Background: an optimization exercise with open tools, aiming at small area, a short achievable clock period and few clock cycles per item. Do not read the settings as production practice.
The RTL was checked by simulation tests, not by an equivalence proof against the original design.
No run shown here takes its clock network from TritonCTS; it comes from the design's own scripts or RTL.
The clock port is modelled as an ideal driver, which makes a skipped or thinned clock tree look cheaper than it is; a real chip needs a root buffer or a tree.
No activity file was given, so power comes from the tool's default toggle rates.

$ cat flow/flow/run.sh
#!/bin/bash
# Standard ORFS layout with two changes:
#  - port buffers are buf_1 cells (buffer_ports otherwise picks
#    clkdlybuf4s50_1, a slow delay cell);
#  - the clock tree is built by flow/cts.tcl (two buffer levels) instead of
#    TritonCTS (three levels of buffers): two levels of clock inverters,
#    which lowers the clock latency.
# Each step's full output goes to make_<step>.log here; ORFS's own logs are
# under orfs/logs.
set -euo pipefail
here=$(pwd)
export CTREE_TCL=$here/flow/ctree.tcl
export PULL_TCL=$here/flow/pull.tcl
A=(BUFFER_PORTS_ARGS="-buffer_cell sky130_fd_sc_hd__buf_1")
bash standard.sh "${A[@]}" place > make_place.log 2>&1
bash standard.sh "${A[@]}" run RUN_SCRIPT="$here/flow/cts.tcl" RUN_LOG_NAME_STEM=4_1_cts > make_cts.log 2>&1
bash standard.sh "${A[@]}" finish > make_finish.log 2>&1
$ cat flow/flow/ctree.tcl
# Custom two-level clock tree: the clock port drives NMID buffers, each of
# which drives NLEAF/NMID leaf buffers; each leaf drives one cluster of
# flip-flops. Clusters come from splitting the sinks into equal-count
# columns by x, then each column into equal-count groups by y.
proc ctree_outpin {cell} {
  set m [[ord::get_db] findMaster $cell]
  foreach mt [$m getMTerms] {
    if {[$mt getIoType] eq "OUTPUT"} { return [$mt getName] }
  }
  error "no output pin on $cell"
}

proc ctree_build {clk_port nmid_x nmid_y nleaf_x nleaf_y mid_cell leaf_cell} {
  set block [ord::get_db_block]
  set leaf_out [ctree_outpin $leaf_cell]
  if {$mid_cell ne "none"} { set mid_out [ctree_outpin $mid_cell] }
  set net [[$block findBTerm $clk_port] getNet]
  set sinks {}
  foreach it [$net getITerms] {
    set inst [$it getInst]
    set bb [$inst getBBox]
    set x [expr {([$bb xMin] + [$bb xMax]) / 2}]
    set y [expr {([$bb yMin] + [$bb yMax]) / 2}]
    lappend sinks [list $x $y [$inst getName] [[$it getMTerm] getName]]
  }
  set n [llength $sinks]
  puts "ctree: $n sinks"
  # split into nmid_x*nleaf_x columns, then each into nmid_y*nleaf_y rows
  set ncol [expr {$nmid_x * $nleaf_x}]
  set nrow [expr {$nmid_y * $nleaf_y}]
  set byx [lsort -integer -index 0 $sinks]
  set leaves {}
  for {set c 0} {$c < $ncol} {incr c} {
    set lo [expr {($c * $n) / $ncol}]
    set hi [expr {(($c + 1) * $n) / $ncol - 1}]
    set col [lsort -integer -index 1 [lrange $byx $lo $hi]]
    set m [llength $col]
    for {set r 0} {$r < $nrow} {incr r} {
      set lo2 [expr {($r * $m) / $nrow}]
      set hi2 [expr {(($r + 1) * $m) / $nrow - 1}]
      lappend leaves [list $c $r [lrange $col $lo2 $hi2]]
    }
  }
  set site_w 460
  set row_h 2720
  # leaf buffers
  set li 0
  array set mids {}
  foreach lf $leaves {
    lassign $lf c r members
    set sx 0; set sy 0
    foreach s $members { incr sx [lindex $s 0]; incr sy [lindex $s 1] }
    set cx [expr {$sx / [llength $members]}]
    set cy [expr {$sy / [llength $members]}]
    set name "ctree_leaf_$li"
    set nname "ctree_leafnet_$li"
    make_instance $name $leaf_cell
    odb::dbNet_create $block $nname
    foreach s $members {
      set pin "[lindex $s 2]/[lindex $s 3]"
      disconnect_pin $clk_port $pin
      connect_pin $nname $pin
    }
    connect_pin $nname $name/$leaf_out
    set inst [$block findInst $name]
    $inst setLocation [expr {($cx / $site_w) * $site_w}] [expr {($cy / $row_h) * $row_h}]
    $inst setPlacementStatus PLACED
    [$block findNet $nname] setSigType CLOCK
    set mx [expr {$c / $nleaf_x}]
    set my [expr {$r / $nleaf_y}]
    lappend mids($mx,$my) [list $name $cx $cy]
    incr li
  }
  # mid buffers
  set mi 0
  if {$mid_cell eq "none"} {
    foreach key [lsort [array names mids]] {
      foreach l $mids($key) { connect_pin $clk_port [lindex $l 0]/A }
    }
    $net setSigType CLOCK
    puts "ctree: $li leaf buffers driven by the port"
    return
  }
  foreach key [lsort [array names mids]] {
    set sx 0; set sy 0
    foreach l $mids($key) { incr sx [lindex $l 1]; incr sy [lindex $l 2] }
    set k [llength $mids($key)]
    set cx [expr {$sx / $k}]; set cy [expr {$sy / $k}]
    set name "ctree_mid_$mi"
    set nname "ctree_midnet_$mi"
    make_instance $name $mid_cell
    odb::dbNet_create $block $nname
    foreach l $mids($key) { connect_pin $nname [lindex $l 0]/A }
    connect_pin $nname $name/$mid_out
    connect_pin $clk_port $name/A
    set inst [$block findInst $name]
    $inst setLocation [expr {($cx / $site_w) * $site_w}] [expr {($cy / $row_h) * $row_h}]
    $inst setPlacementStatus PLACED
    [$block findNet $nname] setSigType CLOCK
    incr mi
  }
  $net setSigType CLOCK
  puts "ctree: $li leaf buffers, $mi mid buffers"
}
$ cat flow/flow/cts.tcl
# ORFS's cts.tcl with TritonCTS replaced by a two-level clock tree built by
# ctree.tcl (clock port -> 4 inverters -> 16 leaf inverters -> flip-flops).
# Before that, pull.tcl moves each output port's flip-flop next to the
# port's buffer.
utl::set_metrics_stage "cts__{}"
source $::env(SCRIPTS_DIR)/load.tcl
erase_non_stage_variables cts
load_design 3_place.odb 3_place.sdc

repair_clock_inverters

set_dont_use $::env(DONT_USE_CELLS)

source $::env(CTREE_TCL)
source $::env(PULL_TCL)
pull_output_flops
ctree_build clk 2 2 2 2 sky130_fd_sc_hd__clkinv_16 sky130_fd_sc_hd__clkinv_8
set_propagated_clock [all_clocks]

estimate_parasitics -placement

set_placement_padding -global \
  -left $::env(CELL_PAD_IN_SITES_DETAIL_PLACEMENT) \
  -right $::env(CELL_PAD_IN_SITES_DETAIL_PLACEMENT)
detailed_placement
estimate_parasitics -placement

repair_timing_helper
detailed_placement
check_placement -verbose

report_clock_latency
report_metrics 4 "cts final"

orfs_write_db $::env(RESULTS_DIR)/4_1_cts.odb
orfs_write_sdc $::env(RESULTS_DIR)/4_cts.sdc
$ cat flow/flow/pull.tcl
# Move the flip-flop that drives each output port's buffer next to that
# buffer, so the flip-flop's output wire is short.
proc pull_output_flops {} {
  set block [ord::get_db_block]
  set n 0
  foreach bt [$block getBTerms] {
    if {[$bt getIoType] ne "OUTPUT"} { continue }
    set net [$bt getNet]
    if {$net eq "NULL"} { continue }
    set buf ""
    foreach it [$net getITerms] { if {[$it isOutputSignal]} { set buf [$it getInst] } }
    if {$buf eq ""} { continue }
    set in_net ""
    foreach it [$buf getITerms] { if {[$it isInputSignal]} { set in_net [$it getNet] } }
    if {$in_net eq "" || $in_net eq "NULL"} { continue }
    set drv ""
    foreach it [$in_net getITerms] { if {[$it isOutputSignal]} { set drv [$it getInst] } }
    if {$drv eq ""} { continue }
    if {![[$drv getMaster] isSequential]} { continue }
    if {[llength [$in_net getITerms]] != 2} { continue }
    set loc [$buf getLocation]
    $drv setLocation [lindex $loc 0] [lindex $loc 1]
    incr n
  }
  puts "pull_output_flops: moved $n flip-flops"
}
$ cat flow/standard.sh
#!/bin/bash
# synth_recipe.tcl (not shown) runs the flow's synth.tcl, then flattens the netlist and writes it again
# the make line also repeats each setting of config.mk as NAME=value (left out here)
make -C /OpenROAD-flow-scripts/flow DESIGN_CONFIG=/design/flow/config.mk WORK_HOME=/design/flow/orfs CLKGATE_MAP_FILE= SYNTH_SCRIPT=/design/flow/synth_recipe.tcl "${@:-finish}"
$ cat flow/config.mk
export PLATFORM = sky130hd
export DESIGN_NAME = sys
export DESIGN_NICKNAME = sys
export VERILOG_FILES = /design/flow/design.v
export SDC_FILE = /design/flow/constraint.sdc
export NUM_CORES = 4
export LEC_CHECK = 0
export CAP_MARGIN = 20
export CORE_MARGIN = 2
export CORE_UTILIZATION = 70
export PLACE_DENSITY = 0.8
export SETUP_SLACK_MARGIN = 1.85
export SLEW_MARGIN = 20
$ cat flow/constraint.sdc
create_clock -name core_clock -period 3.2 [get_ports {clk}]
set_input_delay 0.6400 -clock core_clock [delete_from_list [all_inputs] [get_ports {clk}]]
set_output_delay 0.6400 -clock core_clock [all_outputs]
set_load 0.01 [all_outputs]
$ cat flow/design.v
module sys (
	clk,
	reset,
	addr,
	din,
	dout,
	req,
	wr,
	rdy,
	seed0,
	seed1,
	seed2,
	seed3,
	range
);
input           clk, reset;
input   [63:0]  din;
output  [63:0]  dout;
output  [63:0]  addr;
input   [63:0]  seed0, seed1, seed2, seed3;
output          req;
output          wr;
input           rdy;
input   [63:0]  range;
reg     [63:0]  s0, s1, s2, s3;      
reg             wr_n;                
reg     [3:0]   k_n;                 
reg             rr;                  
reg     [15:0]  h;                   
reg     [18:0]  xc;                  
localparam [15:0] X0 = 16'h0404;
localparam [15:0] X1 = 16'h0808;
localparam [15:0] X2 = 16'h0ef1;
localparam [15:0] X3 = 16'h1010;
localparam [15:0] X4 = 16'h1ae5;
localparam [15:0] X5 = 16'h1de2;
localparam [15:0] X6 = 16'h2020;
localparam [15:0] X7 = 16'h2b2b;
localparam [15:0] X8 = 16'h35ca;
localparam [15:0] X9 = 16'h4040;
localparam [15:0] X10 = 16'h43bc;
localparam [15:0] X11 = 16'h46b9;
localparam [15:0] X12 = 16'h4d4d;
localparam [15:0] X13 = 16'h5353;
localparam [15:0] X14 = 16'h5656;
localparam [15:0] X15 = 16'h5959;
localparam [15:0] X16 = 16'h5ca3;
localparam [15:0] X17 = 16'h728d;
localparam [15:0] X18 = 16'h7887;
reg     [63:0]  addr_r;
reg     [63:0]  dout_r;
reg             req_r;
reg             wr_r;
reg     [15:0]  gq;                  
reg     [2:0]   gb;                  
wire    [63:0]  xpat;
assign xpat[0] = xc[7];
assign xpat[1] = xc[0];
assign xpat[2] = xc[16];
assign xpat[3] = xc[10];
assign xpat[4] = xc[14];
assign xpat[5] = xc[1];
assign xpat[6] = xc[11];
assign xpat[7] = xc[18];
assign xpat[8] = xc[13];
assign xpat[9] = xc[3];
assign xpat[10] = xc[17];
assign xpat[11] = xc[2];
assign xpat[12] = xc[15];
assign xpat[13] = xc[6];
assign xpat[14] = xc[4];
assign xpat[15] = xc[5];
assign xpat[16] = xc[0];
assign xpat[17] = xc[16];
assign xpat[18] = xc[10];
assign xpat[19] = xc[14];
assign xpat[20] = xc[1];
assign xpat[21] = xc[11];
assign xpat[22] = xc[18];
assign xpat[23] = xc[13];
assign xpat[24] = xc[3];
assign xpat[25] = xc[17];
assign xpat[26] = xc[2];
assign xpat[27] = xc[15];
assign xpat[28] = xc[6];
assign xpat[29] = xc[4];
assign xpat[30] = xc[5];
assign xpat[31] = xc[12];
assign xpat[32] = xc[16];
assign xpat[33] = xc[10];
assign xpat[34] = xc[14];
assign xpat[35] = xc[1];
assign xpat[36] = xc[11];
assign xpat[37] = xc[18];
assign xpat[38] = xc[13];
assign xpat[39] = xc[3];
assign xpat[40] = xc[17];
assign xpat[41] = xc[2];
assign xpat[42] = xc[15];
assign xpat[43] = xc[6];
assign xpat[44] = xc[4];
assign xpat[45] = xc[5];
assign xpat[46] = xc[12];
assign xpat[47] = xc[9];
assign xpat[48] = xc[10];
assign xpat[49] = xc[14];
assign xpat[50] = xc[1];
assign xpat[51] = xc[11];
assign xpat[52] = xc[18];
assign xpat[53] = xc[13];
assign xpat[54] = xc[3];
assign xpat[55] = xc[17];
assign xpat[56] = xc[2];
assign xpat[57] = xc[15];
assign xpat[58] = xc[6];
assign xpat[59] = xc[4];
assign xpat[60] = xc[5];
assign xpat[61] = xc[12];
assign xpat[62] = xc[9];
assign xpat[63] = xc[8];
wire    [63:0]  cur;
genvar          i;
integer         c;
generate
	for (i = 0; i < 4; i = i + 1) begin : g_cur
		assign cur[16*i +: 16] =
			(s0[16*i +: 16] & {16{h[4*i]}})   | (s1[16*i +: 16] & {16{h[4*i+1]}}) |
			(s2[16*i +: 16] & {16{h[4*i+2]}}) | (s3[16*i +: 16] & {16{h[4*i+3]}});
	end
endgenerate
wire    [63:0]  carry;
generate
	for (i = 0; i < 64; i = i + 1) begin : g_carry
		wire [3:0] blk = (i < 16) ? 4'hf : {1'b1, gb | ~(3'b111 >> (3 - i/16))};
		wire [3:0] nib = (i % 16 < 4) ? 4'hf :
		                 (4'hf & ({1'b1, gq[(i/16)*4 +: 3]} | ~(4'hf >> (4 - (i%16)/4))));
		assign carry[i] = &blk & &nib & &(din[i - i%4 +: 4] | (4'hf << (i%4)));
	end
	for (i = 0; i < 16; i = i + 1) begin : g_gq
		always @(posedge clk)
			gq[i] <= &din[4*i+3:4*i];
	end
	for (i = 0; i < 3; i = i + 1) begin : g_gb
		always @(posedge clk)
			gb[i] <= &din[16*i+15:16*i];
	end
endgenerate
always @(posedge clk) begin
	if (reset) begin
		s0 <= seed0;
		s1 <= seed1;
		s2 <= seed2;
		s3 <= seed3;
	end
	if (reset) begin
		wr_n <= 1'b0;
		k_n  <= 4'd0;
	end
	else if (rdy) begin
		wr_n <= ~wr_n;
		if (!wr_n && h[3])
			k_n <= k_n + 4'd1;
	end
	rr     <= ~reset & rdy & ~wr_n;
	for (c = 0; c < 4; c = c + 1)
		if (reset)
			h[4*c +: 4] <= 4'b0001;
		else if (rr)
			h[4*c +: 4] <= {h[4*c +: 3], h[4*c+3]};
	xc[0] <= X0[k_n];
	xc[1] <= X1[k_n];
	xc[2] <= X2[k_n];
	xc[3] <= X3[k_n];
	xc[4] <= X4[k_n];
	xc[5] <= X5[k_n];
	xc[6] <= X6[k_n];
	xc[7] <= X7[k_n];
	xc[8] <= X8[k_n];
	xc[9] <= X9[k_n];
	xc[10] <= X10[k_n];
	xc[11] <= X11[k_n];
	xc[12] <= X12[k_n];
	xc[13] <= X13[k_n];
	xc[14] <= X14[k_n];
	xc[15] <= X15[k_n];
	xc[16] <= X16[k_n];
	xc[17] <= X17[k_n];
	xc[18] <= X18[k_n];
	req_r  <= ~reset;
	wr_r   <= wr_n;
	addr_r <= (cur ^ xpat) & range;
	dout_r <= din ^ carry;
end
assign req  = req_r;
assign wr   = wr_r;
assign addr = addr_r;
assign dout = dout_r;
endmodule
==> results of run 1 <==
==> timing repair <==
| action | 4_1_cts | 5_1_grt |
|---|---|---|
| pin swaps | 0 | 1 |
| cloned | 2 | 1 |
| setup endpoints to repair | 381 | 245 |
| gates resized for setup | 56 | 58 |
| setup buffers | 5 | 2 |
==> per-stage QoR <==
stage               power, mW  setup slack, ns  utilization  cells  hold WS (ns)
finish                   9.56             1.84        0.828   1847         0.437
global route             9.87             1.83        0.828   1847         0.444
detailed placement       7.54             1.28        0.794   1805         0.398
global placement         7.49             1.32        0.794   1805         0.391
floorplan                7.09             1.83            -   1045         0.376
==> logic make-up after synthesis <==
family / share of synthesized area
compound gates: 0.0997
xor+xnor: 0.0314
fa+ha+maj: 0.0173
buf+inv: 0.0263
flops: 0.717
mux: 0.0120
simple gates: 0.0963
==> final timing paths <==
kind	from	endpoint	slack [ns]	cells after the start
worst max-delay path	reset	s3[35]$_DFFE_PP_	1.84	2
worst min-delay path	wr_n$_SDFFE_PP0P_	wr_r$_DFF_P_	0.44	0
worst max register to register	k_n[0]$_SDFFE_PP0P_	xc[4]$_DFF_P_	1.89	5
worst min register to register	wr_n$_SDFFE_PP0P_	wr_r$_DFF_P_	0.44	0
==> cells in the final DEF, fill, tap and decap left out, types with 19 or more instances in the layout <==
cell / instances
a22o_1: 96
a22o_2: 32
and3b_1: 64
buf_1: 465
clkbuf_2: 35
dfxtp_1: 164
edfxtp_1: 256
ha_1: 19
mux2i_1: 19
nand2_1: 22
nand3_1: 20
nor2_1: 20
nor3_1: 65
o21ai_0: 60
xnor2_1: 40
==> sequential cells by signal, summed over array words and instances (netlist names), 12 cells and up <==
signal,cells
s3,64
dout_r,64
s1,64
s0,64
addr_r,64
h,16
s2,64
g_carry.nib,12
xc,19
==> synth_stat cells, drive strengths merged, types with 2 or more instances <==
cell / instances
a21boi: 3
or3: 2
dfxtp: 186
nor3: 66
o21ai: 69
and3: 10
nor2: 20
nand2: 22
and2: 7
and4: 13
xor2: 17
and3b: 64
edfxtp: 256
mux2i: 19
ha: 22
clkbuf: 3
buf: 42
nand2b: 4
nand4: 12
xnor2: 40
inv: 6
a22o: 128
a21oi: 7
nand3: 20
==> power groups by stage <==
stage / Combinational (mW) / Clock, mW / Sequential, mW
floorplan: 0.372 / 0 / 6.72
global placement: 0.744 / 0 / 6.74
detailed placement: 0.779 / 0 / 6.76
CTS: 0.829 / 2.09 / 6.63
global route: 0.921 / 2.29 / 6.66
finish: 0.848 / 2.09 / 6.63
==> routing by layer <==
| layer | vias to the layer above | track usage | share of wire | wire, microns |
|---|---|---|---|---|
| li1 | 4983 | - | - | - |
| met4 | 0 | 0.150 | 0.050 | 2200 |
| met1 | 5419 | 0.418 | 0.35 | 15600 |
| met2 | 634 | 0.622 | 0.51 | 22400 |
| met5 | - | 0 | 0 | 0 |
| met3 | 117 | 0.0796 | 0.091 | 4050 |
==> area by class of cell <==
type,count,area share
sequential,442,0.616
timing repair buffer,530,0.121
antenna,12,0.00161
multi-input combinational,552,0.221
tap,285,0.0191
inverter,26,0.0216
==> load_flow_metrics.sql, run 1 <==
INSERT INTO impl_metrics (metric_group, metric, value, unit) VALUES
('global_route', 'vias_in_the_first_global_route', '11200', ''),
('sta', 'timing_worst_slew_pin_value', '0.598', 'ns'),
('route', 'drt.antenna.violating_nets', '0', ''),
('critical_path', 'crit_chain', 'buf_8, buf_16', ''),
('critical_path', 'critical_path.endpoint_type', 'register', ''),
('floorplanning', 'starting_density_of_the_core', '0.707', ''),
('route', 'detail_route.first_pass.iterations', '7', ''),
('sta', 'drv_slew', '0', ''),
('floorplanning', 'die_w', '155', 'microns'),
('sta', 'fin_worst_skew', '0.0198', 'ns'),
('pwr', 'total_switching_power', '2.39', 'mW'),
('floorplanning', 'io_pins', '517', ''),
('cells_and_area', 'drive_gt1_frac', '0.0974', ''),
('pwr', 'power_per_cell_area', '514', 'mW/mm^2'),
('cells_and_area', 'syn_to_final_growth', '17.0', '%'),
('synth', 'mapped_cells', '1045', ''),
('outcome', 'outcome', 'complete, no violations', ''),
('critical_path', 'critical_path.top_delay_family', 'buffers and inverters', ''),
('critical_path', 'timing.critical_path.from_type', 'input port', ''),
('critical_path', 'cp.arrival', '1.23', 'ns'),
('cts', 'clk_pin_slew_worst_paths', '0.10', 'ns'),
('pwr', 'power.share.switching', '0.250', ''),
('route', 'drt-initial-drc-count', '989', ''),
('synth', 'number_of_enable_flip_flop_cells_after_synthesis', '256', ''),
('critical_path', 'worst_path_max_fanout', '55', ''),
('sta', 'timing.slew.headroom', '0.601', ''),
('placement', 'io_buffers', '516', ''),
('global_route', 'grt_antenna_before_repair', '12', ''),
('sta', 'fmax', '0.737', 'GHz'),
('pwr', 'cellLeakagePower', '6.78', 'nW'),
('critical_path', 'crit_path_required_time', '3.07', 'ns'),
('global_route', 'grt_start_max_net_pins', '56', ''),
('floorplanning', 'fp.dieArea', '0.0240', 'sq mm'),
('placement', 'placed_cell_area', '0.0179', 'sq mm'),
('pwr', 'power.combinational.fraction', '0.089', ''),
('critical_path', 'crit_path_max_incr_delay', '0.30', 'ns'),
('cells_and_area', 'final_area', '0.0186', 'sq mm'),
('cells_and_area', 'multi_input_comb_area', '0.00411', 'sq mm'),
('placement', 'gp_routability_congestion', '0.858', ''),
('synth', 'synthDominantAreaCellType', 'edfxtp_1', ''),
('floorplanning', 'placementRows', '55', ''),
('route', 'wl', '44200', 'microns'),
('synth', 'mappedNetlistNets', '1454', ''),
('synth', 'postSynthRegisterBits', '442', ''),
('pwr', 'cell_internal_pwr', '7.17', 'mW'),
('floorplanning', 'core_area', '0.0225', 'sq mm'),
('sta', 'min_period', '1.36', 'ns'),
('synth', 'synthesis_warnings', '1', ''),
('route', 'drt_drc_violations_left', '0', ''),
('pwr', 'power.share.sequential', '0.693', ''),
('synth', 'synth.area.top_cells', 'edfxtp_1 48%, dfxtp_1 23%, a22o_1 5.3%', ''),
('critical_path', 'kind_of_critical_path', 'input port to register', ''),
('synth', 'synth_area_per_cell', '15.2', 'sq um'),
('global_route', 'global_route.usage.total', '0.352', ''),
('critical_path', 'worst_path_max_delay_cell', 'buf_16', ''),
('route', 'via_count', '11200', ''),
('sta', 'period_share', '0.424', ''),
('sta', 'timing.final.hold_violations', '0', ''),
('cts', 'post_cts_hold_buffer_count', '0', ''),
('cells_and_area', 'register_area', '0.0115', 'sq mm'),
('global_route', 'globalRouteOverflowTotal', '0', ''),
('cts', 'clkLatencyLatePin', '0.19', 'ns'),
('floorplanning', 'chip_height', '155', 'microns'),
('placement', 'detailedPlacementHpwl', '31400', 'microns'),
('cells_and_area', 'layout.nets', '1961', ''),
('synth', 'yosysSeqAreaShare', '0.717', ''),
('synth', 'synthArstFlopShare', '0', ''),
('synth', 'netlist_area_pre_place', '0.0159', 'sq mm'),
('sta', 'setup_violations', '0', ''),
('sta', 'grt_setup_unrepaired', 'yes', ''),
('critical_path', 'crit_buf_inv', '2', ''),
('route', 'detail_route.wl_per_cell', '23.9', 'microns'),
('route', 'avgViaCountPerCell', '6.04', ''),
('hold_path', 'worst_hold_path_type', 'register to register', ''),
('sta', 'summed_negative_setup_slack_over_all_endpoints', '0', 'ns'),
('global_route', 'grt_first_pass_wirelength', '63800', 'microns'),
('cells_and_area', 'nFillCells', '1235', ''),
('pwr', 'power.ir.vdd_worst', '0.373', 'mV'),
('synth', 'synth_cell_type_count', '38', ''),
('synth', 'synth_top_area_share', '0.483', ''),
('pwr', 'p_clk_frac', '0.218', ''),
('synth', 'yosys_most_used_dff', 'edfxtp_1', ''),
('job', 'max_cap_viol_count', '0', '');
Testbench counts, summed over its fixed seeds: cycles 128,027, items 16,000.
==> inputs of run 2 (changes only) <==
--- a/flow/config.mk
+++ b/flow/config.mk
@@ -9,5 +9,5 @@
 export CORE_MARGIN = 2
 export CORE_UTILIZATION = 70
 export PLACE_DENSITY = 0.8
-export SETUP_SLACK_MARGIN = 1.85
+export SETUP_SLACK_MARGIN = 1.9
 export SLEW_MARGIN = 20
==> run 2 against run 1 <==
- still clean on timing, DRC and antenna
- worst setup slack worse by 0.079 ns
- global-route usage increased by 1.1 points
- worst hold slack better by 0.010 ns
- final area increased by 4.8%
- critical path type is now register to register
- largest cell class unchanged
==> load_flow_metrics.sql, run 2 <==
INSERT INTO impl_metrics (metric_group, metric, value, unit) VALUES
('sta', 'timing_worst_slew_pin_value', '0.674', 'ns'),
('floorplanning', 'starting_density_of_the_core', '0.707', ''),
('placement', 'io_buffers', '516', ''),
('pwr', 'fin_total_pwr', '9.78', 'mW'),
('synth', 'synth_adder_area_share', '0.0173', ''),
('synth', 'post_synth_xor_area_fraction', '0.0314', ''),
('cells_and_area', 'syn_to_final_growth', '22.7', '%'),
('sta', 'setup_violations', '0', ''),
('cts', 'clk_pin_slew_worst_paths', '0.10', 'ns'),
('sta', 'period_share', '0.449', ''),
('critical_path', 'critical_path.endpoint_type', 'register', ''),
('global_route', 'grt_start_max_net_pins', '80', ''),
('placement', 'gp_routability_congestion', '0.871', ''),
('synth', 'yosysMostFrequentCell', 'edfxtp_1', ''),
('route', 'detail_route.first_pass.iterations', '5', ''),
('synth', 'synthesis_warnings', '1', ''),
('cts', 'post_cts_hold_buffer_count', '0', ''),
('sta', 'setup_slack', '1.76', 'ns'),
('global_route', 'grt_antenna_before_repair', '13', ''),
('sta', 'grt_setup_unrepaired', 'yes', ''),
('floorplanning', 'die_w', '155', 'microns'),
('floorplanning', 'core_area', '0.0225', 'sq mm'),
('synth', 'share_of_synthesized_area_spent_on_multiplexers', '0.0120', ''),
('critical_path', 'kind_of_critical_path', 'register to register', ''),
('pwr', 'power_per_cell_area', '501', 'mW/mm^2'),
('synth', 'synth_top_cells_by_count', '256 x edfxtp_1, 186 x dfxtp_1, 96 x a22o_1, 65 x nor3_1, 64 x and3b_1', ''),
('global_route', 'global_route.usage.total', '0.364', ''),
('synth', 'postSynthRegisterBits', '442', ''),
('critical_path', 'crit_path_required_time', '3.25', 'ns'),
('sta', 'fin_worst_skew', '0.0150', 'ns'),
('synth', 'synth_area_per_cell', '15.2', 'sq um'),
('route', 'wl', '48800', 'microns'),
('placement', 'pre_cts_ws', '1.24', 'ns'),
('floorplanning', 'chip_height', '155', 'microns'),
('sta', 'fmax', '0.697', 'GHz'),
('sta', 'drv_slew', '0', ''),
('route', 'detail_route.wl_per_cell', '26.3', 'microns'),
('route', 'via_count', '11600', ''),
('sta', 'timing.slew.headroom', '0.550', ''),
('global_route', 'vias_in_the_first_global_route', '11400', ''),
('floorplanning', 'fp.dieArea', '0.0240', 'sq mm'),
('synth', 'mappedNetlistNets', '1454', ''),
('outcome', 'outcome', 'complete, no violations', ''),
('synth', 'synth.area.top_cells', 'edfxtp_1 48%, dfxtp_1 23%, a22o_1 5.3%', ''),
('cells_and_area', 'layout.cells.most_common_list', '384 x buf_1, 256 x edfxtp_1, 96 x a22o_1', ''),
('route', 'drt_drc_violations_left', '0', ''),
('synth', 'synth_top_family_by_area', 'compound AO/OA/AOI/OAI gates', ''),
('placement', 'detailedPlacementHpwl', '31500', 'microns'),
('critical_path', 'cp.arrival', '1.48', 'ns'),
('job', 'max_cap_viol_count', '0', ''),
('synth', 'synth_cell_type_count', '38', ''),
('floorplanning', 'io_pins', '517', ''),
('synth', 'synth-compound-area-share', '0.0997', ''),
('cts', 'clkLatencyLatePin', '0.20', 'ns'),
('synth', 'netlist_area_pre_place', '0.0159', 'sq mm'),
('synth', 'yosysSeqAreaShare', '0.717', ''),
('cells_and_area', 'final_util', '0.868', ''),
('sta', 'timing.final.hold_violations', '0', ''),
('global_route', 'globalRouteOverflowTotal', '0', ''),
('synth', 'synthArstFlopShare', '0', ''),
('synth', 'synth_top_area_share', '0.483', ''),
('cells_and_area', 'drive_gt1_frac', '0.215', ''),
('pwr', 'cellLeakagePower', '7.25', 'nW'),
('critical_path', 'worst_path_max_fanout', '6', ''),
('route', 'drt.antenna.violating_nets', '0', ''),
('pwr', 'power.ir.vdd_worst', '0.400', 'mV'),
('route', 'avgViaCountPerCell', '6.26', ''),
('synth', 'yosys_most_used_dff', 'edfxtp_1', ''),
('hold_path', 'worst_hold_path_type', 'register to register', ''),
('critical_path', 'timing.critical_path.from_type', 'register', ''),
('synth', 'synthSimpleGateAreaFrac', '0.0963', ''),
('cells_and_area', 'layout_commonest_cell', 'buf_1', ''),
('synth', 'number_of_enable_flip_flop_cells_after_synthesis', '256', ''),
('sta', 'min_period', '1.44', 'ns'),
('floorplanning', 'placementRows', '55', ''),
('synth', 'synthDominantAreaCellType', 'edfxtp_1', ''),
('route', 'drt-initial-drc-count', '1190', ''),
('global_route', 'grt_first_pass_wirelength', '65400', 'microns'),
('cells_and_area', 'layout.nets', '1967', ''),
('synth', 'mapped_cells', '1045', ''),
('sta', 'summed_negative_setup_slack_over_all_endpoints', '0', 'ns');
==> run 2: cell counts after synthesis <==
No cell type changed its count.
==> run 2: metal layers <==
metal  GRT usage  vias up  part of all wire
met5           0        -           0.00088
li1            -     5011                 -
met3      0.0827      201              0.11
met2       0.646      812              0.51
met1       0.428     5575              0.32
met4       0.154        6             0.061
==> run 2: worst paths after layout <==
check / cells past startpoint / end / from / slack (ns)
hold reg to reg: 0 / wr_r$_DFF_P_ / wr_n$_SDFFE_PP0P_ / 0.45
setup reg to reg: 5 / xc[4]$_DFF_P_ / k_n[0]$_SDFFE_PP0P_ / 1.76
hold / removal: 0 / wr_r$_DFF_P_ / wr_n$_SDFFE_PP0P_ / 0.45
setup / recovery: 5 / xc[4]$_DFF_P_ / k_n[0]$_SDFFE_PP0P_ / 1.76
==> run 2: timing repair <==
| item | 4_1_cts | 5_1_grt |
|---|---|---|
| buffers inserted | 8 | 3 |
| endpoints found under the setup margin | 471 | 350 |
| resized for setup | 179 | 227 |
| pin swaps | 2 | 7 |
| cloned | 3 | 3 |
==> run 2: cells by family (layout without fill, tap and decap cells) <==
kind of cell,Yosys count,in the layout
other cells,0,12
flops,442,442
xor+xnor,57,57
buf+inv,51,562
mux,19,19
compound gates,210,210
fa+ha+maj,22,22
simple gates,244,244
==> run 2: cell type report <==
class                      count  area [sq um]
antenna                       12          30.0
fill                        1024          2980
inverter                      26           413
multi-input combinational    552          4160
sequential                   442         11600
tap                          285           357
timing repair buffer         536          2960
==> run 2: report_power, final <==
part / leakage, nW / total (mW) / switching [mW] / internal, mW
sequential: 4.07 / 6.67 / 0.230 / 6.44
combinational: 3.02 / 0.996 / 0.474 / 0.522
clock: 0.156 / 2.11 / 1.78 / 0.333
==> run 2: critical path: stages, from the launching register on <==
cell     delay, ns
dfxtp_4       0.42
inv_8         0.06
ha_4          0.17
or3_1         0.37
a21oi_2       0.22
a21oi_2       0.06
==> run 2: metrics by stage <==
stage               cells  hold slack (ns)  cell area [sq um]
floorplan            1045            0.376              15900
global placement     1804            0.388              17900
detailed placement   1804            0.406              17900
global route         1851            0.457              19500
finish               1853            0.447              19500
==> inputs of run 3 (changes only) <==
--- a/flow/config.mk
+++ b/flow/config.mk
@@ -7,7 +7,7 @@
 export LEC_CHECK = 0
 export CAP_MARGIN = 20
 export CORE_MARGIN = 2
-export CORE_UTILIZATION = 70
+export CORE_UTILIZATION = 65
 export PLACE_DENSITY = 0.8
-export SETUP_SLACK_MARGIN = 1.9
+export SETUP_SLACK_MARGIN = 1.82
 export SLEW_MARGIN = 20
==> run 3 against run 2 <==
- worst setup slack better by 0.061 ns
- sequential power down 0.6%
- worst hold slack worse by 0.029 ns
==> load_flow_metrics.sql, run 3 <==
INSERT INTO impl_metrics (metric_group, metric, value, unit) VALUES
('outcome', 'outcome', 'complete, no violations', ''),
('synth', 'yosysSeqAreaShare', '0.717', ''),
('sta', 'min_period', '1.38', 'ns'),
('job', 'max_cap_viol_count', '0', ''),
('route', 'via_count', '11100', ''),
('cts', 'clkLatencyLatePin', '0.19', 'ns'),
('critical_path', 'crit_path_max_incr_delay', '0.28', 'ns'),
('placement', 'detailedPlacementHpwl', '31900', 'microns'),
('critical_path', 'kind_of_critical_path', 'input port to register', ''),
('pwr', 'power_per_cell_area', '515', 'mW/mm^2'),
('synth', 'synth_top_area_share', '0.483', ''),
('critical_path', 'critical_path.top_delay_family', 'buffers and inverters', ''),
('global_route', 'globalRouteOverflowTotal', '0', ''),
('floorplanning', 'core_area', '0.0242', 'sq mm'),
('sta', 'timing.slew.headroom', '0.598', ''),
('route', 'detail_route.first_pass.iterations', '5', ''),
('floorplanning', 'starting_density_of_the_core', '0.658', ''),
('cells_and_area', 'layout_commonest_cell', 'buf_1', ''),
('route', 'wl', '44800', 'microns'),
('critical_path', 'crit_buf_inv', '2', ''),
('placement', 'pre_cts_ws', '1.24', 'ns'),
('cells_and_area', 'drive_gt1_frac', '0.0785', ''),
('sta', 'setup_violations', '0', ''),
('synth', 'yosys_most_used_dff', 'edfxtp_1', ''),
('route', 'drt.antenna.violating_nets', '0', ''),
('sta', 'timing.final.hold_violations', '0', ''),
('route', 'detail_route.wl_per_cell', '23.8', 'microns'),
('synth', 'mappedNetlistNets', '1454', ''),
('cells_and_area', 'multi_input_comb_area', '0.00411', 'sq mm'),
('global_route', 'grt_antenna_before_repair', '4', ''),
('synth', 'mapped_cells', '1045', ''),
('floorplanning', 'chip_height', '160', 'microns'),
('pwr', 'cellLeakagePower', '6.68', 'nW'),
('synth', 'synthArstFlopShare', '0', ''),
('critical_path', 'crit_chain', 'clkbuf_16, buf_12', ''),
('sta', 'grt_setup_unrepaired', 'no', ''),
('critical_path', 'crit_path_required_time', '3.07', 'ns'),
('synth', 'number_of_enable_flip_flop_cells_after_synthesis', '256', ''),
('sta', 'setup_slack', '1.82', 'ns'),
('synth', 'postSynthRegisterBits', '442', ''),
('synth', 'yosysMostFrequentCell', 'edfxtp_1', ''),
('critical_path', 'critical_path.endpoint_type', 'register', ''),
('hold_path', 'hold-path-endpoint', 'wr_r$_DFF_P_', ''),
('floorplanning', 'die_w', '160', 'microns'),
('critical_path', 'r2r_setup_slack', '1.85', 'ns'),
('global_route', 'vias_in_the_first_global_route', '11100', ''),
('global_route', 'grt_start_max_net_pins', '47', ''),
('placement', 'gp_routability_congestion', '0.919', ''),
('pwr', 'power.ir.vdd_worst', '0.504', 'mV'),
('synth', 'synth_top_cells_by_count', '256 x edfxtp_1, 186 x dfxtp_1, 96 x a22o_1, 65 x nor3_1, 64 x and3b_1', ''),
('sta', 'drv_slew', '0', ''),
('sta', 'summed_negative_setup_slack_over_all_endpoints', '0', 'ns'),
('critical_path', 'timing.critical_path.from_type', 'input port', ''),
('cells_and_area', 'layout.nets', '1965', ''),
('placement', 'io_buffers', '516', ''),
('synth', 'synthesis_warnings', '1', ''),
('synth', 'synth.area.top_cells', 'edfxtp_1 48%, dfxtp_1 23%, a22o_1 5.3%', ''),
('critical_path', 'worst_path_max_fanout', '46', ''),
('floorplanning', 'fp.dieArea', '0.0258', 'sq mm'),
('sta', 'fmax', '0.727', 'GHz'),
('critical_path', 'cp.arrival', '1.25', 'ns'),
('route', 'avgViaCountPerCell', '5.91', ''),
('sta', 'timing_worst_slew_pin_value', '0.602', 'ns'),
('global_route', 'global_route.usage.total', '0.335', ''),
('cells_and_area', 'syn_to_final_growth', '17.0', '%'),
('sta', 'fin_worst_skew', '0.0163', 'ns'),
('cells_and_area', 'nFillCells', '1513', ''),
('synth', 'synth_cell_type_count', '38', ''),
('global_route', 'grt_first_pass_wirelength', '65000', 'microns'),
('cells_and_area', 'register_area', '0.0115', 'sq mm'),
('sta', 'period_share', '0.430', ''),
('route', 'drt-initial-drc-count', '1191', ''),
('synth', 'synth_area_per_cell', '15.2', 'sq um'),
('critical_path', 'reg2reg_depth', '3', ''),
('hold_path', 'min_path_cells', '0', ''),
('hold_path', 'min-delay-start', 'wr_n$_SDFFE_PP0P_', ''),
('synth', 'synthDominantAreaCellType', 'edfxtp_1', ''),
('cts', 'clk_pin_slew_worst_paths', '0.10', 'ns'),
('route', 'drt_drc_violations_left', '0', ''),
('critical_path', 'worst_path_max_delay_cell', 'buf_12', ''),
('critical_path', 'critical_path.reg2reg.endpoint', 'addr_r[55]$_DFF_P_', ''),
('cells_and_area', 'layout.cells.most_common_list', '497 x buf_1, 256 x edfxtp_1, 165 x dfxtp_1', ''),
('critical_path', 'worst_r2r_startpoint', 'h[14]$_SDFFE_PP0P_', ''),
('synth', 'netlist_area_pre_place', '0.0159', 'sq mm'),
('hold_path', 'worst_hold_path_type', 'register to register', ''),
('floorplanning', 'io_pins', '517', ''),
('floorplanning', 'placementRows', '57', '');
[run 3: cell type report]
cell class | instances | area share
multi-input cells | 552 | 0.221
repair buffers | 534 | 0.118
flip-flops and latches | 442 | 0.617
inverters | 26 | 0.0216
diodes | 8 | 0.00108
well taps | 324 | 0.0218
[run 3: what timing repair did]
action / CTS / global route
pin swaps: 0 / 0
setup buffers: 3 / 5
setup endpoints to repair: 369 / 51
resized for setup: 30 / 36
hold buffers: 0 / 0
[run 3: cell families (layout without fill, tap and decap cells)]
family | count (synthesis) | count (layout) | synth area share
simple gates | 244 | 244 | 0.0963
mux | 19 | 19 | 0.0120
other cells | 0 | 8 | 0
fa+ha+maj | 22 | 22 | 0.0173
compound gates | 210 | 210 | 0.0997
xor+xnor | 57 | 57 | 0.0314
flops | 442 | 442 | 0.717
buf+inv | 51 | 560 | 0.0263
[run 3: how the worst max path moves through the flow]
stage                             from  cells past startpoint  slack (ns)            endpoint
floorplan                        reset                      3        1.82  h[10]$_SDFFE_PP0P_
global route        h[12]$_SDFFE_PP1P_                      3        1.81  addr_r[55]$_DFF_P_
finish                           reset                      2        1.82     s1[2]$_DFFE_PP_
detailed placement               reset                      2        1.24    s0[47]$_DFFE_PP_
global placement                 reset                      2        1.28    s0[47]$_DFFE_PP_
CTS                  h[5]$_SDFFE_PP0P_                      3        1.82  addr_r[20]$_DFF_P_
[run 3: layer usage]
layer  track usage  vias to the layer above  wire (microns)
met5             0                        -              13
met4         0.135                        2            1920
met3        0.0788                      137            4400
met2         0.573                      668           22200
met1         0.415                     5334           16300
li1              -                     5003               -
[run 3: power breakdown]
group,internal (mW),switching (mW),leakage [nW]
clock,0.336,1.76,0.156
combinational,0.398,0.453,2.47
sequential,6.43,0.202,4.06
total,7.16,2.42,6.68
[run 3: through the flow]
stage,utilization,power (mW),hold slack (ns),instances,instance area (sq um)
5_1_grt,0.769,9.90,0.430,1881,18600
6_report,0.770,9.58,0.418,1886,18600
2_1_floorplan,-,7.09,0.376,1045,15900
3_3_place_gp,0.745,7.52,0.391,1850,18000
3_5_place_dp,0.745,7.57,0.393,1850,18000
==> inputs of run 4 (changes only) <==
--- a/flow/config.mk
+++ b/flow/config.mk
@@ -7,7 +7,7 @@
 export LEC_CHECK = 0
 export CAP_MARGIN = 20
 export CORE_MARGIN = 2
-export CORE_UTILIZATION = 65
-export PLACE_DENSITY = 0.8
-export SETUP_SLACK_MARGIN = 1.82
+export CORE_UTILIZATION = 72
+export PLACE_DENSITY = 0.82
+export SETUP_SLACK_MARGIN = 1.85
 export SLEW_MARGIN = 20
==> run 4 against run 3 <==
- clock power about the same
- power up 0.37%
- still clean on timing, DRC and antenna
- final cell count down 2.0%
- sequential share of layout area down 0.23 points
- critical endpoint is now dout[24]
- area after synthesis unchanged
- largest cell class unchanged
==> load_flow_metrics.sql, run 4 <==
INSERT INTO impl_metrics (metric_group, metric, value, unit) VALUES
('sta', 'drv_slew', '0', ''),
('synth', 'synth.area.top_cells', 'edfxtp_1 48%, dfxtp_1 23%, a22o_1 5.3%', ''),
('job', 'max_cap_viol_count', '0', ''),
('synth', 'mapped_cells', '1045', ''),
('critical_path', 'critical_path.top_delay_family', 'flip-flops', ''),
('pwr', 'power.share.switching', '0.253', ''),
('hold_path', 'min_path_cells', '0', ''),
('global_route', 'grt_antenna_before_repair', '14', ''),
('synth', 'synth_area_per_cell', '15.2', 'sq um'),
('pwr', 'p_clk_frac', '0.218', ''),
('critical_path', 'worst_r2r_startpoint', 'h[0]$_SDFFE_PP1P_', ''),
('pwr', 'power.share.sequential', '0.690', ''),
('critical_path', 'worst_path_max_delay_cell', 'dfxtp_1', ''),
('placement', 'detailedPlacementHpwl', '31800', 'microns'),
('global_route', 'globalRouteOverflowTotal', '0', ''),
('hold_path', 'min-delay-start', 'wr_n$_SDFFE_PP0P_', ''),
('outcome', 'outcome', 'complete, no violations', ''),
('placement', 'io_buffers', '516', ''),
('critical_path', 'r2r_setup_slack', '1.83', 'ns'),
('critical_path', 'setup.worst_path.start', 'dout_r[24]$_DFF_P_', ''),
('sta', 'fin_worst_skew', '0.0153', 'ns'),
('floorplanning', 'starting_density_of_the_core', '0.731', ''),
('floorplanning', 'io_pins', '517', ''),
('critical_path', 'crit_chain', 'buf_1', ''),
('floorplanning', 'fp.dieArea', '0.0233', 'sq mm'),
('sta', 'timing_worst_slew_pin_value', '0.585', 'ns'),
('synth', 'synthDominantAreaCellType', 'edfxtp_1', ''),
('synth', 'synthesis_warnings', '1', ''),
('sta', 'timing.final.hold_violations', '0', ''),
('critical_path', 'cp.arrival', '0.73', 'ns'),
('global_route', 'grt_first_pass_wirelength', '66300', 'microns'),
('synth', 'yosysSeqAreaShare', '0.717', ''),
('pwr', 'power_per_cell_area', '514', 'mW/mm^2'),
('route', 'detail_route.first_pass.iterations', '5', ''),
('critical_path', 'crit_buf_inv', '1', ''),
('synth', 'postSynthRegisterBits', '442', ''),
('route', 'drt_drc_violations_left', '0', ''),
('sta', 'period_share', '0.428', ''),
('pwr', 'fin_total_pwr', '9.61', 'mW'),
('synth', 'synth_top_cells_by_count', '256 x edfxtp_1, 186 x dfxtp_1, 96 x a22o_1, 65 x nor3_1, 64 x and3b_1', ''),
('sta', 'setup_violations', '0', ''),
('critical_path', 'crit_path_required_time', '2.56', 'ns'),
('critical_path', 'worst_path_max_fanout', '1', ''),
('cts', 'clk_pin_slew_worst_paths', '0.10', 'ns'),
('synth', 'mappedNetlistNets', '1454', ''),
('synth', 'synth_cell_type_count', '38', ''),
('cells_and_area', 'drive_gt1_frac', '0.103', ''),
('synth', 'yosysMostFrequentCell', 'edfxtp_1', ''),
('cells_and_area', 'layout_commonest_cell', 'buf_1', '');
## run 4: cell count changes in the layout (fill, tap and decap cells not counted), moves of 2 or more
cell / delta
buf_16: +5
buf_4: -3
clkbuf_16: +2
dfxtp_4: +3
buf_1: -36
buf_12: -4
diode_2: +8
dfxtp_1: -3
buf_2: +15
clkbuf_2: +20
## run 4: kinds of logic (layout without fill, tap and decap cells)
family                   Yosys count  after routing  share of synthesized area
AO/OA/AOI/OAI                    210            210                     0.0997
XOR/XNOR                          57             57                     0.0314
adder cells (fa/ha/maj)           22             22                     0.0173
buffers and inverters             51            558                     0.0263
flip-flops                       442            442                      0.717
multiplexers                      19             19                     0.0120
other                              0             16                          0
AND/OR/NAND/NOR                  244            244                     0.0963
## run 4: timing repair
action,CTS,global route
hold buffers,0,0
buffers inserted,5,3
setup endpoints to repair,363,111
cloned,3,2
resized for setup,59,57
## run 4: worst max-delay path by stage
stage	end	slack, ns	depth (start not counted)
floorplan	xc[4]$_DFF_P_	1.83	6
global placement	s0[34]$_DFFE_PP_	1.29	2
detailed placement	s0[32]$_DFFE_PP_	1.26	2
CTS	addr_r[11]$_DFF_P_	1.75	3
global route	addr_r[34]$_DFF_P_	1.64	3
finish	dout[24]	1.83	1
## run 4: area by class of cell
cell class                      instances  share of cell area
Multi-Input combinational cell        552               0.220
Tap cell                              280              0.0187
Antenna cell                           16             0.00214
Sequential cell                       442               0.614
Inverter                               26              0.0215
Timing Repair Buffer                  532               0.124
## run 4: routing by layer
layer | vias up | global-route usage | wire, microns
li1 | 4997 | - | -
met1 | 5481 | 0.436 | 15000
met2 | 844 | 0.654 | 23300
met3 | 198 | 0.0836 | 5000
met4 | 2 | 0.200 | 3050
met5 | - | 0 | 14
## run 4: stage by stage
| step | instances | hold WS [ns] | worst slack, ns | utilization | cell area, sq um |
|---|---|---|---|---|---|
| finish | 1848 | 0.437 | 1.83 | 0.860 | 18700 |
| global route | 1845 | 0.445 | 1.64 | 0.859 | 18700 |
| detailed placement | 1799 | 0.393 | 1.26 | 0.821 | 17900 |
| global placement | 1799 | 0.387 | 1.29 | 0.821 | 17900 |
| floorplan | 1045 | 0.376 | 1.83 | - | 15900 |
## run 4: power groups by stage
stage	clock (mW)	sequential (mW)	combinational [mW]
floorplan	0	6.72	0.372
global placement	0	6.74	0.755
detailed placement	0	6.76	0.790
CTS	2.08	6.63	0.845
global route	2.27	6.67	0.941
finish	2.10	6.64	0.878

-- re-timing with driven ports --
In the flow no input, the clock included, has a driving cell. The finished layouts below were timed again as built, in two steps.
Step 1 assumes that a clkbuf_16 drives the clock port and a buf_2 every other input.
Step 2 times the ports against the registers' clock, not the clock port: input delays grow and output delays shrink by t, the midpoint of the rising clock arrivals with the driver on.
Slacks: ideal ports / drivers / drivers and shift; pairs: ideal ports / drivers.
run	t (ns)	setup WS [ns]	worst hold slack (ns)	clock arrival spread, ns	cell pins on the clock port's net
run 1	0.410	1.843 / 1.634 / 1.599	0.437 / 0.410 / 0.437	0.020 / 0.021	4
run 2	0.419	1.764 / 1.631 / 1.650	0.447 / 0.404 / 0.447	0.017 / 0.018	4
run 3	0.416	1.825 / 1.609 / 1.577	0.418 / 0.404 / 0.418	0.022 / 0.026	4
run 4	0.416	1.832 / 1.596 / 1.594	0.437 / 0.403 / 0.437	0.019 / 0.021	4
After both steps setup and hold are still met in every run listed. For run 3, which loses most, drivers alone change the setup slack by -0.216 ns; drivers and shift together by -0.248 ns.
